This is an optimization exercise on Yosys and OpenROAD, whose aim is small area and a short achievable clock period, not a production implementation.
Where RTL was checked, it was by simulation tests only, not by an equivalence proof against the original.

==> v11: inputs <==
## fitness_eval
module fitness_eval #(
           parameter NUM_PARTICLE_TYPE        = 3  ,
           parameter DATA_WIDTH               = 4  ,
           parameter PARTICLE_LENGTH          = 2  ,
           parameter LATTICE_LENGTH           = 11 ,
           parameter SELF_FIT_LENGTH          = 10 ,
           parameter SELF_ENERGY_VEC_LENGTH   = NUM_PARTICLE_TYPE,
           parameter INTERACTION_MATRIX_LENGTH = (NUM_PARTICLE_TYPE**2),
           parameter INDIVIDUAL_LENGTH        = LATTICE_LENGTH * PARTICLE_LENGTH,
           parameter POP_SIZE                 = 50,
           parameter IDX_WIDTH                = 8,
           parameter PTR_LENGTH               = 2
       ) (
           input clk_i,
           input rst_n,
           input [DATA_WIDTH   -1 : 0 ]                 self_energy_i,
           input [DATA_WIDTH   -1 : 0]                  interact_energy_i,
           input [INDIVIDUAL_LENGTH   -1 :0]            individual_vec_i,
           input  wrSelfEnergyValid_i,
           input  wrInteractEnergyValid_i,
           input  in_valid_i,
           input [IDX_WIDTH -1 :0]  ind_idx_i,
           output reg out_valid_ff_o,
           output reg done_ff_o,
           output reg[SELF_FIT_LENGTH-1:0] total_energy_ff_o,
           output reg[INDIVIDUAL_LENGTH - 1 :0] individual_vec_ff_o,
           output reg[IDX_WIDTH-1:0] ind_wb_idx_ff_o
       );
reg [3:0] r0, r1, r2;
reg [4:0] t_rf [0:8];
wire [3:0] s_cur = wrSelfEnergyValid_i ? self_energy_i : r0;
wire [4:0] t_in  = {1'b0, interact_energy_i} + {2'b00, s_cur[3:1]};
integer i;
always @(posedge clk_i) begin
  ...
==> module fitness_eval, before the edit <==
module fitness_eval #(
           parameter NUM_PARTICLE_TYPE        = 3  ,
           parameter DATA_WIDTH               = 4  ,
           parameter PARTICLE_LENGTH          = 2  ,
           parameter LATTICE_LENGTH           = 11 ,
           parameter SELF_FIT_LENGTH          = 10 ,
           parameter SELF_ENERGY_VEC_LENGTH   = NUM_PARTICLE_TYPE,
           parameter INTERACTION_MATRIX_LENGTH = (NUM_PARTICLE_TYPE**2),
           parameter INDIVIDUAL_LENGTH        = LATTICE_LENGTH * PARTICLE_LENGTH,
           parameter POP_SIZE                 = 50,
           parameter IDX_WIDTH                = 8,
           parameter PTR_LENGTH               = 2
       ) (
           input clk_i,
           input rst_n,
           input [DATA_WIDTH   -1 : 0 ]                 self_energy_i,
           input [DATA_WIDTH   -1 : 0]                  interact_energy_i,
           input [INDIVIDUAL_LENGTH   -1 :0]            individual_vec_i,
           input  wrSelfEnergyValid_i,
           input  wrInteractEnergyValid_i,
           input  in_valid_i,
           input [IDX_WIDTH -1 :0]  ind_idx_i,
           output reg out_valid_ff_o,
           output reg done_ff_o,
           output reg[SELF_FIT_LENGTH-1:0] total_energy_ff_o,
           output reg[INDIVIDUAL_LENGTH - 1 :0] individual_vec_ff_o,
           output reg[IDX_WIDTH-1:0] ind_wb_idx_ff_o
       );
reg [3:0] r0, r1, r2;
reg [4:0] t_rf [0:8];
wire [3:0] s_cur = wrSelfEnergyValid_i ? self_energy_i : r0;
wire [4:0] t_in  = {1'b0, interact_energy_i} + {2'b00, s_cur[3:1]};
integer i;
always @(posedge clk_i) begin
    if (wrInteractEnergyValid_i) begin
        r2 <= s_cur;
        r1 <= r2;
        r0 <= r1;
        for (i = 0; i < 8; i = i + 1)
            t_rf[i] <= t_rf[i+1];
        t_rf[8] <= t_in;
    end
end
reg v1, v2, v3;
always @(posedge clk_i or negedge rst_n) begin
    if (~rst_n) begin
        v1 <= 1'b0; v2 <= 1'b0; v3 <= 1'b0; out_valid_ff_o <= 1'b0;
    end else begin
        v1 <= in_valid_i; v2 <= v1; v3 <= v2; out_valid_ff_o <= v3;
    end
end
reg [21:0] x1, x2, x3;
reg [7:0]  id1, id2, id3;
always @(posedge clk_i) begin
    x1 <= individual_vec_i; x2 <= x1; x3 <= x2; individual_vec_ff_o <= x3;
    id1 <= ind_idx_i; id2 <= id1; id3 <= id2; ind_wb_idx_ff_o <= id3;
end
reg [5:0] cnt;
always @(posedge clk_i or negedge rst_n) begin
    if (~rst_n) begin
        cnt <= 6'd0; done_ff_o <= 1'b0;
    end else begin
        done_ff_o <= (cnt == 6'd49);
        if (wrInteractEnergyValid_i | wrSelfEnergyValid_i | done_ff_o)
            cnt <= 6'd0;
        else if (v3)
            cnt <= cnt + 6'd1;
    end
end
function [2:0] onehot;
    input [1:0] a;
    begin
        onehot = {a[1], a[0], ~a[1] & ~a[0]};
    end
endfunction
function [3:0] slook;
    input [1:0] a;
    reg [2:0] h;
    begin
        h = onehot(a);
        slook = ({4{h[0]}} & r0) | ({4{h[1]}} & r1) | ({4{h[2]}} & r2);
    end
endfunction
function [5:0] tlook;
    input [1:0] a;
    input [1:0] b;
    reg [2:0] ha, hb;
    reg [4:0] hi;
    integer p, q;
    begin
        ha = onehot(a);
        hb = onehot(b);
        hi = 5'd0;
        for (p = 0; p < 3; p = p + 1)
            for (q = 0; q < 3; q = q + 1)
                hi = hi | ({5{ha[p] & hb[q]}} & t_rf[3*p+q]);
        tlook = {hi, (hb[0] & r0[0]) | (hb[1] & r1[0]) | (hb[2] & r2[0])};
    end
endfunction
function [1:0] site;
    input [21:0] x;
    input integer k;
    begin
        site = x[21-2*k -: 2];
    end
endfunction
function [5:0] tk;
    input [21:0] x;
    input integer k;
    begin
        tk = tlook(site(x,k), site(x,k+1));
    end
endfunction
function [11:0] csa;
    input [5:0] a, b, c;
    begin
        csa = {(a & b) | (a & c) | (b & c), a ^ b ^ c};
    end
endfunction
function [17:0] csa9;
    input [8:0] a, b, c;
    begin
        csa9 = {(a & b) | (a & c) | (b & c), a ^ b ^ c};
    end
endfunction
reg [5:0] sa0, ca0, sa1, ca1, sa2, ca2, ta9;
reg [3:0] sx0;
always @(posedge clk_i) begin
    {ca0, sa0} <= csa(tk(x1,0), tk(x1,1), tk(x1,2));
    {ca1, sa1} <= csa(tk(x1,3), tk(x1,4), tk(x1,5));
    {ca2, sa2} <= csa(tk(x1,6), tk(x1,7), tk(x1,8));
    ta9 <= tk(x1,9);
    sx0 <= slook(site(x1,0));
end
reg [7:0] u0, u2;
reg [8:0] u1;
wire [17:0] k0 = csa9({3'b0, sa0}, {2'b0, ca0, 1'b0}, {3'b0, sa1});
wire [17:0] k1 = csa9({2'b0, ca1, 1'b0}, {3'b0, sa2}, {2'b0, ca2, 1'b0});
always @(posedge clk_i) begin
    u0 <= k0[7:0] + {k0[15:9], 1'b0};
    u1 <= k1[8:0] + {k1[16:9], 1'b0};
    u2 <= ta9 + sx0;
end
wire [17:0] kc = csa9({1'b0, u0}, u1, {1'b0, u2});
always @(posedge clk_i) begin
    total_energy_ff_o <= {1'b0, kc[8:0] + {kc[16:9], 1'b0}};
end
endmodule
==> flow/config.mk <==
export PLATFORM = sky130hd
export DESIGN_NAME = fitness_eval
export DESIGN_NICKNAME = fitness_eval
export VERILOG_FILES = /design/flow/design.v
export SDC_FILE = /design/flow/constraint.sdc
export NUM_CORES = 4
export LEC_CHECK = 0
export CAP_MARGIN = 20
export CORE_MARGIN = 2
export CORE_UTILIZATION = 65
export SETUP_SLACK_MARGIN = 3.0
export SLEW_MARGIN = 20
==> flow/constraint.sdc <==
create_clock -name core_clock -period 5.0 [get_ports {clk_i}]
set_input_delay 1.0000 -clock core_clock [delete_from_list [all_inputs] [get_ports {clk_i}]]
set_output_delay 1.0000 -clock core_clock [all_outputs]
set_load 0.01 [all_outputs]
run.sh (not shown) runs the stock make flow with config.mk's settings and CLKGATE_MAP_FILE= SYNTH_SCRIPT=/design/flow/synth_recipe.tcl, a recipe that flattens the netlist after the stock synthesis.
==> v6: changes against v11 <==
CORE_UTILIZATION = 40   (was 65)
CTS_BUF_LIST = sky130_fd_sc_hd__clkbuf_8 sky130_fd_sc_hd__clkbuf_16   (was unset)
CTS_CLUSTER_DIAMETER = 100   (was unset)
CTS_CLUSTER_SIZE = 30   (was unset)
==> v34: changes against v11 <==
--- a/flow/design.v
+++ b/flow/design.v
@@ -38,7 +38,7 @@
         r0 <= r1;
         for (i = 0; i < 8; i = i + 1)
             t_rf[i] <= t_rf[i+1];
-        t_rf[8] <= t_in;
+        t_rf[8] <= ~t_in;
     end
 end
 reg v1, v2, v3;
@@ -73,30 +73,6 @@
         onehot = {a[1], a[0], ~a[1] & ~a[0]};
     end
 endfunction
-function [3:0] slook;
-    input [1:0] a;
-    reg [2:0] h;
-    begin
-        h = onehot(a);
-        slook = ({4{h[0]}} & r0) | ({4{h[1]}} & r1) | ({4{h[2]}} & r2);
-    end
-endfunction
-function [5:0] tlook;
-    input [1:0] a;
-    input [1:0] b;
-    reg [2:0] ha, hb;
-    reg [4:0] hi;
-    integer p, q;
-    begin
-        ha = onehot(a);
-        hb = onehot(b);
-        hi = 5'd0;
-        for (p = 0; p < 3; p = p + 1)
-            for (q = 0; q < 3; q = q + 1)
-                hi = hi | ({5{ha[p] & hb[q]}} & t_rf[3*p+q]);
-        tlook = {hi, (hb[0] & r0[0]) | (hb[1] & r1[0]) | (hb[2] & r2[0])};
-    end
-endfunction
 function [1:0] site;
     input [21:0] x;
     input integer k;
@@ -104,45 +80,64 @@
         site = x[21-2*k -: 2];
     end
 endfunction
-function [5:0] tk;
+function [17:0] csan;
+    input [8:0] a, b, c;
+    begin
+        csan = {((a & b) | (a & c) | (b & c)) << 1 | 9'd1, a ^ b ^ c};
+    end
+endfunction
+function [5:0] tlookn;
+    input [1:0] a;
+    input [1:0] b;
+    reg [2:0] ha, hb;
+    reg [4:0] row [0:2];
+    integer p;
+    begin
+        ha = onehot(a);
+        hb = onehot(b);
+        for (p = 0; p < 3; p = p + 1)
+            row[p] = ~(({5{hb[0]}} & t_rf[3*p]) | ({5{hb[1]}} & t_rf[3*p+1]) | ({5{hb[2]}} & t_rf[3*p+2]));
+        tlookn = {~(({5{ha[0]}} & row[0]) | ({5{ha[1]}} & row[1]) | ({5{ha[2]}} & row[2])),
+                  ~((hb[0] & r0[0]) | (hb[1] & r1[0]) | (hb[2] & r2[0]))};
+    end
+endfunction
+function [8:0] twn;
     input [21:0] x;
     input integer k;
     begin
-        tk = tlook(site(x,k), site(x,k+1));
+        twn = {3'b111, tlookn(site(x,k), site(x,k+1))};
     end
 endfunction
-function [11:0] csa;
-    input [5:0] a, b, c;
+function [3:0] slookn;
+    input [1:0] a;
+    input [3:0] s0, s1, s2;
+    reg [2:0] h;
     begin
-        csa = {(a & b) | (a & c) | (b & c), a ^ b ^ c};
+        h = onehot(a);
+        slookn = ~(({4{h[0]}} & s0) | ({4{h[1]}} & s1) | ({4{h[2]}} & s2));
     end
 endfunction
-function [17:0] csa9;
-    input [8:0] a, b, c;
-    begin
-        csa9 = {(a & b) | (a & c) | (b & c), a ^ b ^ c};
-    end
-endfunction
-reg [5:0] sa0, ca0, sa1, ca1, sa2, ca2, ta9;
-reg [3:0] sx0;
+reg [8:0] a0, a1, a2, a3, a4, a5, a6;
 always @(posedge clk_i) begin
-    {ca0, sa0} <= csa(tk(x1,0), tk(x1,1), tk(x1,2));
-    {ca1, sa1} <= csa(tk(x1,3), tk(x1,4), tk(x1,5));
-    {ca2, sa2} <= csa(tk(x1,6), tk(x1,7), tk(x1,8));
-    ta9 <= tk(x1,9);
-    sx0 <= slook(site(x1,0));
+    {a0, a1} <= csan(twn(x1,0), twn(x1,1), twn(x1,2));
+    {a2, a3} <= csan(twn(x1,3), twn(x1,4), twn(x1,5));
+    {a4, a5} <= csan(twn(x1,6), twn(x1,7), twn(x1,8));
+    a6 <= twn(x1,9);
 end
-reg [7:0] u0, u2;
-reg [8:0] u1;
-wire [17:0] k0 = csa9({3'b0, sa0}, {2'b0, ca0, 1'b0}, {3'b0, sa1});
-wire [17:0] k1 = csa9({2'b0, ca1, 1'b0}, {3'b0, sa2}, {2'b0, ca2, 1'b0});
+wire [8:0] a7 = {5'b11111, slookn(x2[21:20], r0, r1, r2)};
+wire [8:0] l1a, l1b, l1c, l1d, l2a, l2b, l2c, l2d, l3a, l3b;
+assign {l1a, l1b} = csan(a0, a1, a2);
+assign {l1c, l1d} = csan(a3, a4, a5);
+assign {l2a, l2b} = csan(l1a, l1b, l1c);
+assign {l2c, l2d} = csan(l1d, a6, a7);
+assign {l3a, l3b} = csan(l2a, l2b, l2c);
+reg [8:0] b0, b1, b2;
 always @(posedge clk_i) begin
-    u0 <= k0[7:0] + {k0[15:9], 1'b0};
-    u1 <= k1[8:0] + {k1[16:9], 1'b0};
-    u2 <= ta9 + sx0;
+    b0 <= l3a; b1 <= l3b; b2 <= l2d;
 end
-wire [17:0] kc = csa9({1'b0, u0}, u1, {1'b0, u2});
+wire [8:0] c0, c1;
+assign {c0, c1} = csan(b0, b1, b2);
 always @(posedge clk_i) begin
-    total_energy_ff_o <= {1'b0, kc[8:0] + {kc[16:9], 1'b0}};
+    total_energy_ff_o <= {1'b0, ~(c0 + c1 + 9'd1)};
 end
 endmodule
==> flow/flow/run.sh (new file) <==
#!/bin/bash
# Own layout flow: the standard ORFS flow (standard.sh, unchanged synthesis and
# steps) with one change: port buffers use sky130_fd_sc_hd__buf_2 (BUFFER_PORTS_ARGS)
# instead of the cell buffer_ports picks by default. Every input and output port still
# gets its buffer, and later repair may resize it.
# make's full output goes to standard.log here; each ORFS step logs under orfs/logs.
set -euo pipefail
export BUFFER_PORTS_ARGS="-buffer_cell sky130_fd_sc_hd__buf_2"
bash standard.sh > standard.log 2>&1
==> flow/standard.sh (new file) <==
#!/bin/bash
# synth_recipe.tcl (not shown) runs the flow's synth.tcl, then flattens the netlist and writes it again
# the make line also repeats each setting of config.mk as NAME=value (left out here)
make -C /OpenROAD-flow-scripts/flow DESIGN_CONFIG=/design/flow/config.mk WORK_HOME=/design/flow/orfs CLKGATE_MAP_FILE= SYNTH_SCRIPT=/design/flow/synth_recipe.tcl "${@:-finish}"
CORE_UTILIZATION = 40   (was 65)
CTS_BUF_LIST = sky130_fd_sc_hd__clkbuf_8 sky130_fd_sc_hd__clkbuf_16   (was unset)
CTS_CLUSTER_DIAMETER = 100   (was unset)
CTS_CLUSTER_SIZE = 30   (was unset)
PLACE_DENSITY = 0.8   (was unset)
SETUP_SLACK_MARGIN = 2.95   (was 3.0)
removed: flow/run.sh
==> v8: changes against v11 <==
==> flow/design.v (replaced) <==
module fitness_eval #(
           parameter NUM_PARTICLE_TYPE        = 3  ,
           parameter DATA_WIDTH               = 4  ,
           parameter PARTICLE_LENGTH          = 2  ,
           parameter LATTICE_LENGTH           = 11 ,
           parameter SELF_FIT_LENGTH          = 10 ,
           parameter SELF_ENERGY_VEC_LENGTH   = NUM_PARTICLE_TYPE,
           parameter INTERACTION_MATRIX_LENGTH = (NUM_PARTICLE_TYPE**2),
           parameter INDIVIDUAL_LENGTH        = LATTICE_LENGTH * PARTICLE_LENGTH,
           parameter POP_SIZE                 = 50,
           parameter IDX_WIDTH                = 8,
           parameter PTR_LENGTH               = 2
       ) (
           input clk_i,
           input rst_n,
           input [DATA_WIDTH   -1 : 0 ]                 self_energy_i,
           input [DATA_WIDTH   -1 : 0]                  interact_energy_i,
           input [INDIVIDUAL_LENGTH   -1 :0]            individual_vec_i,
           input  wrSelfEnergyValid_i,
           input  wrInteractEnergyValid_i,
           input  in_valid_i,
           input [IDX_WIDTH -1 :0]  ind_idx_i,
           output reg out_valid_ff_o,
           output reg done_ff_o,
           output reg[SELF_FIT_LENGTH-1:0] total_energy_ff_o,
           output reg[INDIVIDUAL_LENGTH - 1 :0] individual_vec_ff_o,
           output reg[IDX_WIDTH-1:0] ind_wb_idx_ff_o
       );
integer i;
reg [3:0] s_rf [0:2];
reg [3:0] m_rf [0:8];
always @(posedge clk_i) begin
    if (wrSelfEnergyValid_i) begin
        s_rf[0] <= s_rf[1];
        s_rf[1] <= s_rf[2];
        s_rf[2] <= self_energy_i;
    end
end
always @(posedge clk_i) begin
    if (wrInteractEnergyValid_i) begin
        for (i = 0; i < 8; i = i + 1)
            m_rf[i] <= m_rf[i+1];
        m_rf[8] <= interact_energy_i;
    end
end
reg v1, v2, v3;
always @(posedge clk_i or negedge rst_n) begin
    if (~rst_n) begin
        v1 <= 1'b0; v2 <= 1'b0; v3 <= 1'b0; out_valid_ff_o <= 1'b0;
    end else begin
        v1 <= in_valid_i; v2 <= v1; v3 <= v2; out_valid_ff_o <= v3;
    end
end
reg [21:0] x1, x2, x3;
reg [7:0]  id1, id2, id3;
always @(posedge clk_i) begin
    x1 <= individual_vec_i; x2 <= x1; x3 <= x2; individual_vec_ff_o <= x3;
    id1 <= ind_idx_i; id2 <= id1; id3 <= id2; ind_wb_idx_ff_o <= id3;
end
reg [5:0] cnt;
always @(posedge clk_i or negedge rst_n) begin
    if (~rst_n) begin
        cnt <= 6'd0; done_ff_o <= 1'b0;
    end else begin
        done_ff_o <= (cnt == 6'd49);
        if (wrInteractEnergyValid_i | wrSelfEnergyValid_i | done_ff_o)
            cnt <= 6'd0;
        else if (v3)
            cnt <= cnt + 6'd1;
    end
end
function [3:0] slook;
    input [1:0] a;
    begin
        slook = ({4{~a[1] & ~a[0]}} & s_rf[0]) | ({4{a[0]}} & s_rf[1]) | ({4{a[1]}} & s_rf[2]);
    end
endfunction
function [3:0] mlook;
    input [1:0] a;
    input [1:0] b;
    reg [2:0] ha, hb;
    integer p, q;
    begin
        ha = {a[1], a[0], ~a[1] & ~a[0]};
        hb = {b[1], b[0], ~b[1] & ~b[0]};
        mlook = 4'd0;
        for (p = 0; p < 3; p = p + 1)
            for (q = 0; q < 3; q = q + 1)
                mlook = mlook | ({4{ha[p] & hb[q]}} & m_rf[3*p+q]);
    end
endfunction
function [1:0] site;
    input [21:0] x;
    input integer k;
    begin
        site = x[21-2*k -: 2];
    end
endfunction
reg [5:0] a0, a1, a2, b0, b1;
reg [4:0] b2;
always @(posedge clk_i) begin
    a0 <= slook(site(x1,0)) + slook(site(x1,1)) + slook(site(x1,2)) + slook(site(x1,3));
    a1 <= slook(site(x1,4)) + slook(site(x1,5)) + slook(site(x1,6)) + slook(site(x1,7));
    a2 <= slook(site(x1,8)) + slook(site(x1,9)) + slook(site(x1,10));
    b0 <= mlook(site(x1,0),site(x1,1)) + mlook(site(x1,1),site(x1,2)) + mlook(site(x1,2),site(x1,3)) + mlook(site(x1,3),site(x1,4));
    b1 <= mlook(site(x1,4),site(x1,5)) + mlook(site(x1,5),site(x1,6)) + mlook(site(x1,6),site(x1,7)) + mlook(site(x1,7),site(x1,8));
    b2 <= mlook(site(x1,8),site(x1,9)) + mlook(site(x1,9),site(x1,10));
end
reg [7:0] ss, sm;
always @(posedge clk_i) begin
    ss <= a0 + a1 + a2;
    sm <= b0 + b1 + b2;
end
always @(posedge clk_i) begin
    total_energy_ff_o <= {2'b00, ss} + {1'b0, sm, 1'b0};
end
endmodule
CORE_UTILIZATION = 40   (was 65)
SETUP_SLACK_MARGIN = unset   (was 3.0)
==> summary.txt <==
Run status
  – Run status: complete, no violations

Setup path
  – Worst setup path start: u0[1]
  – Reg-to-reg critical path endpoint: total_energy_ff_o[7]
  – CP Max Fanout: 3

Drt
  – Vias after detailed routing: 9387
  – Number of design-rule violations left by the first detailed-router iteration: 1554

Worst hold path
  – Worst hold path endpoint: id2[0]

Clock network
  – Setup fix buffers added after clock tree synthesis: 28
  – Count of cells resized by post-cts repair: 223

Logic synthesis
  – Most area-consuming cells after synthesis: sky130_fd_sc_hd__dfxtp_1, sky130_fd_sc_hd__edfxtp_1, sky130_fd_sc_hd__a22o_1, sky130_fd_sc_hd__fa_1, sky130_fd_sc_hd__a22oi_1
  – Mapped cell area: 0.01166 mm2

Timing
  – Post-route worst setup slack: 2.881 ns
  – Worst max-slew margin expressed relative to the limit: 51.03%

Finish
  – Final sequential cell count: 267
The numbers above come from v11.

==> summary.txt <==
Run status
  – Run status: complete, no violations

Timing
  – Worst max-slew margin expressed relative to the limit: 46.68%
  – Post-route worst setup slack: 2.948 ns

Logic synthesis
  – Mapped cell area: 0.01126 mm2
  – Most used flip-flop cell after synthesis: sky130_fd_sc_hd__dfxtp_1

Finish
  – Area of combinational cells with multiple inputs: 0.004760 mm2
  – Final sequential cell count: 261

Setup path
  – Reg-to-reg critical path endpoint: b1[3]

Worst hold path
  – Worst hold path endpoint: id3[3]

Clock network
  – Cts bufs inserted: 12
  – Setup fix buffers added after clock tree synthesis: 0
  – Count of cells resized by post-cts repair: 42

Drt
  – Vias after detailed routing: 8522
The numbers above come from v34.

==> summary.txt <==
Setup path
  – Reg-to-reg critical path endpoint: b0[5]
  – CP Max Fanout: 26
  – Worst setup path start: x1[17]

Clock network
  – Setup fix buffers added after clock tree synthesis: 0
  – Count of cells resized by post-cts repair: 0

Logic synthesis
  – Mapped cell area: 0.01156 mm2
  – Most area-consuming cells after synthesis: sky130_fd_sc_hd__dfxtp_1, sky130_fd_sc_hd__edfxtp_1, sky130_fd_sc_hd__a22o_1, sky130_fd_sc_hd__fa_1, sky130_fd_sc_hd__ha_1

Finish
  – Non-clock inverter total of the final layout: 81

Run status
  – Run status: complete, no violations

Drt
  – Number of design-rule violations left by the first detailed-router iteration: 1025

Timing
  – Worst max-slew margin expressed relative to the limit: 39.10%

Worst hold path
  – Worst hold path endpoint: individual_vec_ff_o[5]
The numbers above come from v8.

==> summary.txt <==
Run status
  – Run status: complete, no violations

Setup path
  – CP Max Fanout: 2

Clock network
  – Count of cells resized by post-cts repair: 235
  – Setup fix buffers added after clock tree synthesis: 57

Logic synthesis
  – Mapped cell area: 0.01166 mm2
  – Xor-xnor portion of the synthesized cell area: 1.652%
  – Most area-consuming cells after synthesis: sky130_fd_sc_hd__dfxtp_1, sky130_fd_sc_hd__edfxtp_1, sky130_fd_sc_hd__a22o_1, sky130_fd_sc_hd__fa_1, sky130_fd_sc_hd__a22oi_1

Timing
  – Post-route worst setup slack: 2.892 ns
  – Setup repair after global routing missed its margin: yes

Finish
  – Register cell area after layout: 0.006023 mm2
  – Final sequential cell count: 267

Drt
  – Number of design-rule violations left by the first detailed-router iteration: 1398
  – Vias after detailed routing: 9193
The numbers above come from v6.

For v8, only the layout was checked, not whether the RTL still works.

==> separate check: timing with driven ports <==
Ports are ideal in the flow. The routed layouts listed here were re-timed in OpenROAD.
Step 1, drivers: a clkbuf_16 drives clk_i and a buf_2 each remaining input, both assumed.
Step 2, shift: input delay + t, output delay - t, t = (earliest + latest rising clock arrival at the registers) / 2. This alone moves slack from input paths to output paths.
a / b / c = ideal ports / drivers / drivers and shift; a / b = the first two.
run | t, ns | setup WS [ns] | worst setup path after step 2 | clock arrival spread, ns
v11 | 0.577 | 2.881 / 2.881 / 2.501 | input to register | 0.019 / 0.019
v6 | 0.544 | 2.892 / 2.892 / 2.478 | input to register | 0.033 / 0.033
v34 | 0.532 | 2.948 / 2.925 / 2.533 | input to register | 0.025 / 0.025
v8 | 0.568 | 0.910 / 0.910 / 0.910 | register to register | 0.013 / 0.013
After both steps every run listed still meets setup and hold. The setup slack of v34, which loses most, moves by -0.023 ns with the drivers and by -0.415 ns with both steps.
